This design comes from an exercise in tuning for small area on the open sky130 flow, not from production work.
Where RTL was checked, it was by simulation tests only, not by an equivalence proof against the original.
Power figures rest on the tool's default switching activity, not on a simulated workload.

## VM
module VM ( i_product,
            i_money,
            i_buy,
            i_clk,
            i_rst_n,
            o_product,
            o_change,
            o_busy,
            o_no_change,
            o_strobe,
            o_need_more_money,
            o_future_change,
            o_empty);
For scale: ~920 cells after synthesis, roughly 170 flip-flops, roughly 9000 um2 of cells after synthesis.
==> module VM, before the edit <==
module VM ( i_product,
            i_money,
            i_buy,
            i_clk,
            i_rst_n,
            o_product,
            o_change,
            o_busy,
            o_no_change,
            o_strobe,
            o_need_more_money,
            o_future_change,
            o_empty);
input          i_clk, i_rst_n;
input   [3:0]  i_product;
input   [15:0] i_money;
input          i_buy;
output     [3:0]  o_product;
output reg [20:0] o_change;
output     [20:0] o_future_change;
output            o_busy;
output            o_no_change;
output            o_strobe;
output            o_need_more_money;
output            o_empty;
localparam PRICE = 100;
localparam S_START  = 3'b000;
localparam S_NOCH   = 3'b001;
localparam S_EMPTY  = 3'b010;
localparam S_CHOOSE = 3'b100;
localparam S_WAIT   = 3'b101;
localparam S_CALC   = 3'b110;
localparam S_PAY    = 3'b111;
reg [2:0] state, next_state;
reg [3:0] sold [1:10];
reg [4:0] cnt [0:14];
reg [20:0] money;
reg [20:0] future_change;
reg [3:0]  code_product;
reg [3:0]  chg;                
function [15:0] denom;
  input integer k;
  case (k)
    0:  denom = 16'd50000;
    1:  denom = 16'd20000;
    2:  denom = 16'd10000;
    3:  denom = 16'd5000;
    4:  denom = 16'd2000;
    5:  denom = 16'd1000;
    6:  denom = 16'd500;
    7:  denom = 16'd200;
    8:  denom = 16'd100;
    9:  denom = 16'd50;
    10: denom = 16'd25;
    11: denom = 16'd10;
    12: denom = 16'd5;
    13: denom = 16'd2;
    default: denom = 16'd1;
  endcase
endfunction
function ge_c;
  input [20:0] x;
  input [20:0] k;
  integer j;
  reg r;
  begin
    r = 1'b1;
    for (j = 0; j < 21; j = j + 1)
      r = k[j] ? (x[j] & r) : (x[j] | r);
    ge_c = r;
  end
endfunction
wire st_choose = (state == S_CHOOSE);
wire st_wait   = (state == S_WAIT);
wire st_calc   = (state == S_CALC);
wire st_pay    = (state == S_PAY);
integer i;
reg [10:1] soldout;
reg        empty;
always @* begin
  empty = 1'b1;
  for (i = 1; i <= 10; i = i + 1) begin
    soldout[i] = sold[i][3] & sold[i][1];    
    empty = empty & soldout[i];
  end
end
reg [10:1] sel_prod;
reg        prod_ok;
always @* begin
  prod_ok = 1'b0;
  for (i = 1; i <= 10; i = i + 1) begin
    sel_prod[i] = (i_product == i);
    prod_ok = prod_ok | (sel_prod[i] & ~soldout[i]);
  end
end
reg [14:0] avail, grant, nz, hit, upd;
reg [15:0] dsel;
reg [3:0]  gidx;
reg        seen;
always @* begin
  seen = 1'b0;
  dsel = st_calc ? PRICE[15:0] : 16'd0;
  gidx = 4'd0;
  for (i = 0; i < 15; i = i + 1) begin
    nz[i]    = (cnt[i] != 5'd22);
    hit[i]   = (i_money == denom(i));
    avail[i] = st_pay & ge_c(money, {5'd0, denom(i)}) & nz[i];
    grant[i] = avail[i] & ~seen;
    seen = seen | avail[i];
    if (grant[i]) begin
      dsel = dsel | denom(i);
      gidx = gidx | (i + 1);
    end
    upd[i] = (st_wait & hit[i]) | grant[i];
  end
end
wire        sub = ~st_wait;
wire [20:0] op  = st_wait ? {5'd0, i_money} : ~{5'd0, dsel};
wire [20:0] next_money;
wire [11:0] cl;
wire [5:0]  c0, c1;
wire [15:11] s0, s1;
assign cl[0] = sub;
assign c0[0] = 1'b0;
assign c1[0] = 1'b1;
genvar g;
generate
  for (g = 0; g < 11; g = g + 1) begin : g_lo
    assign next_money[g] = money[g] ^ op[g] ^ cl[g];
    assign cl[g+1] = (money[g] & op[g]) | (cl[g] & (money[g] ^ op[g]));
  end
  for (g = 11; g < 16; g = g + 1) begin : g_mid
    assign s0[g] = money[g] ^ op[g] ^ c0[g-11];
    assign c0[g-10] = (money[g] & op[g]) | (c0[g-11] & (money[g] ^ op[g]));
    assign s1[g] = money[g] ^ op[g] ^ c1[g-11];
    assign c1[g-10] = (money[g] & op[g]) | (c1[g-11] & (money[g] ^ op[g]));
  end
endgenerate
assign next_money[15:11] = cl[11] ? s1 : s0;
wire c16 = cl[11] ? c1[5] : c0[5];
wire [4:0] hi = money[20:16];
wire [4:0] hx = hi ^ {5{sub}};
wire [4:0] hpm = hi ^ {&hx[3:0], &hx[2:0], &hx[1:0], hx[0], 1'b1};    
assign next_money[20:16] = (c16 ^ sub) ? hpm : hi;
wire enough    = ge_c(next_money, PRICE);
wire paid_off  = ~|next_money;
wire one_empty = ~nz[14];
assign o_busy            = state[2];
assign o_need_more_money = st_wait & ~enough;
assign o_strobe          = (st_pay & paid_off) | (state == S_NOCH);
assign o_no_change       = (state == S_NOCH);
assign o_empty           = (state == S_EMPTY);
assign o_product         = code_product;
assign o_future_change   = future_change;
always @* begin
  o_change = 21'd0;
  for (i = 0; i < 15; i = i + 1)
    if (chg == i + 1) o_change = {5'd0, denom(i)};
end
always @* begin
  next_state = state;
  case (state)
    S_START:  if (empty) next_state = S_EMPTY;
              else if (i_buy) next_state = S_CHOOSE;
    S_CHOOSE: if (prod_ok) next_state = S_WAIT;
    S_WAIT:   if (enough) next_state = S_CALC;
    S_CALC:   next_state = S_PAY;
    S_PAY:    if (paid_off) next_state = S_START;
              else if (one_empty) next_state = S_NOCH;
    S_NOCH:   next_state = S_START;
    default:  ;
  endcase
end
always @(posedge i_clk or negedge i_rst_n) begin
  if (!i_rst_n) begin
    state         <= S_START;
    money         <= 21'd0;
    future_change <= 21'd0;
    code_product  <= 4'd0;
    chg           <= 4'd0;
  end else begin
    state <= next_state;
    money <= next_money;
    if (st_calc) future_change <= next_money;
    if (st_choose) code_product <= i_product;
    chg <= gidx;
  end
end
generate
  for (g = 1; g <= 10; g = g + 1) begin : g_prod
    wire tp = st_choose & sel_prod[g] & ~soldout[g];
    always @(posedge i_clk or negedge i_rst_n)
      if (!i_rst_n) sold[g] <= 4'd0;
      else sold[g] <= sold[g] ^ ({4{tp}} & {&sold[g][2:0], &sold[g][1:0], sold[g][0], 1'b1});
  end
  for (g = 0; g < 15; g = g + 1) begin : g_cnt
    wire [4:0] px = cnt[g] ^ {5{~st_wait}};
    always @(posedge i_clk or negedge i_rst_n)
      if (!i_rst_n) cnt[g] <= 5'd0;
      else cnt[g] <= cnt[g] ^ ({5{upd[g]}} & {&px[3:0], &px[2:0], &px[1:0], px[0], 1'b1});
  end
endgenerate
endmodule
Settings: LEC_CHECK=0, CAP_MARGIN=20, CORE_MARGIN=2, CORE_UTILIZATION=40, SLEW_MARGIN=20; clock period 12.0 ns.
standard.sh (not shown) runs the stock make flow with config.mk's settings and CLKGATE_MAP_FILE= SYNTH_SCRIPT=/design/flow/synth_recipe.tcl, a recipe that flattens the netlist after the stock synthesis.
==> flow/flow/run.sh <==
#!/bin/bash
# Own layout flow: the standard layout (standard.sh), with
#  - an area-oriented ABC script for the combinational logic (registers are mapped as in the
#    standard synthesis, before ABC runs, so they keep their names and cells),
#  - the smallest buffer on each input and output port,
#  - a clock tree without dummy loads.
# Each tool's full output is in orfs/logs/; make's output is in flow.log here.
set -euo pipefail
W=$PWD
F=$W/flow
cat > "$W/own_synth.tcl" <<EOT
proc abc {args} {
  set i [lsearch -exact \$args -script]
  if {\$i >= 0} { lset args [expr {\$i + 1}] $F/abc_area.script }
  yosys abc {*}\$args
}
source $W/synth_recipe.tcl
EOT
CTS="-sink_clustering_enable -repair_clock_nets -dont_use_dummy_load"
[[ -f $F/cts_args ]] && CTS=$(cat "$F/cts_args")
bash "$W/standard.sh" "SYNTH_SCRIPT=$W/own_synth.tcl" \
  "BUFFER_PORTS_ARGS=-buffer_cell sky130_fd_sc_hd__buf_1" \
  "CTS_ARGS=$CTS" finish > "$W/flow.log" 2>&1
==> flow/flow/abc_area.script <==
strash
&get -n
&st
&synch2
&if -K 6 -a
&mfs
&st
&synch2
&if -K 6 -a
&mfs
&st
&dch -f
&nf -R 1000
&put
topo
dnsize -c
The baseline finished with negative setup slack left.
Rerun with:
--- a/flow/design.v
+++ b/flow/design.v
@@ -113,36 +113,19 @@
     end
     upd[i] = (st_wait & hit[i]) | grant[i];
   end
 end
-wire        sub = ~st_wait;
-wire [20:0] op  = st_wait ? {5'd0, i_money} : ~{5'd0, dsel};
+wire [20:0] op    = st_wait ? {5'd0, i_money} : ~{5'd0, dsel};
+wire [21:0] cy;
 wire [20:0] next_money;
-wire [11:0] cl;
-wire [5:0]  c0, c1;
-wire [15:11] s0, s1;
-assign cl[0] = sub;
-assign c0[0] = 1'b0;
-assign c1[0] = 1'b1;
+assign cy[0] = ~st_wait;
 genvar g;
 generate
-  for (g = 0; g < 11; g = g + 1) begin : g_lo
-    assign next_money[g] = money[g] ^ op[g] ^ cl[g];
-    assign cl[g+1] = (money[g] & op[g]) | (cl[g] & (money[g] ^ op[g]));
-  end
-  for (g = 11; g < 16; g = g + 1) begin : g_mid
-    assign s0[g] = money[g] ^ op[g] ^ c0[g-11];
-    assign c0[g-10] = (money[g] & op[g]) | (c0[g-11] & (money[g] ^ op[g]));
-    assign s1[g] = money[g] ^ op[g] ^ c1[g-11];
-    assign c1[g-10] = (money[g] & op[g]) | (c1[g-11] & (money[g] ^ op[g]));
+  for (g = 0; g < 21; g = g + 1) begin : g_add
+    assign next_money[g] = money[g] ^ op[g] ^ cy[g];
+    assign cy[g+1] = (money[g] & op[g]) | (cy[g] & (money[g] ^ op[g]));
   end
 endgenerate
-assign next_money[15:11] = cl[11] ? s1 : s0;
-wire c16 = cl[11] ? c1[5] : c0[5];
-wire [4:0] hi = money[20:16];
-wire [4:0] hx = hi ^ {5{sub}};
-wire [4:0] hpm = hi ^ {&hx[3:0], &hx[2:0], &hx[1:0], hx[0], 1'b1};    
-assign next_money[20:16] = (c16 ^ sub) ? hpm : hi;
 wire enough    = ge_c(next_money, PRICE);
 wire paid_off  = ~|next_money;
 wire one_empty = ~nz[14];
 assign o_busy            = state[2];
=> The new run reached the layout checks and failed them: negative setup slack; hold slack stays flat; via count goes up by 7.2%; non-clock buffer count goes up by 121; count of clock-buffer cells in the layout is unchanged; area after synthesis hardly moves; global-route usage goes up by 1.7 points; core utilization goes up by 4.3 points; clock power hardly moves; wire length goes up by 8.0%; sequential cell count is unchanged; power goes up to 3.5 times its value.
No functional check of the RTL was part of the second run of this note.

## static timing again, ports no longer ideal
The results above use ideal ports. As a check the final layouts listed here were re-extracted and re-timed, cells and wires unchanged. Step 1, drivers: a clkbuf_16 drives i_clk and a buf_2 each remaining input, both assumed. Step 2 times the ports against the registers' clock, not the clock port: input delays grow and output delays shrink by t, the midpoint of the rising clock arrivals with the driver on. Slacks: ideal / step 1 / step 2; pairs: ideal / step 1.
| run | shift t [ns] | slack for setup (ns) | cell pins on the clock port's net |
|---|---|---|---|
| the first run | 0.459 | -0.787 / -0.831 / -0.638 | 1 |
| the second run | 0.475 | -1.834 / -1.855 / -1.855 | 1 |
The setup slack of the second run, which loses most, moves by -0.021 ns with the drivers and by -0.021 ns with both steps.
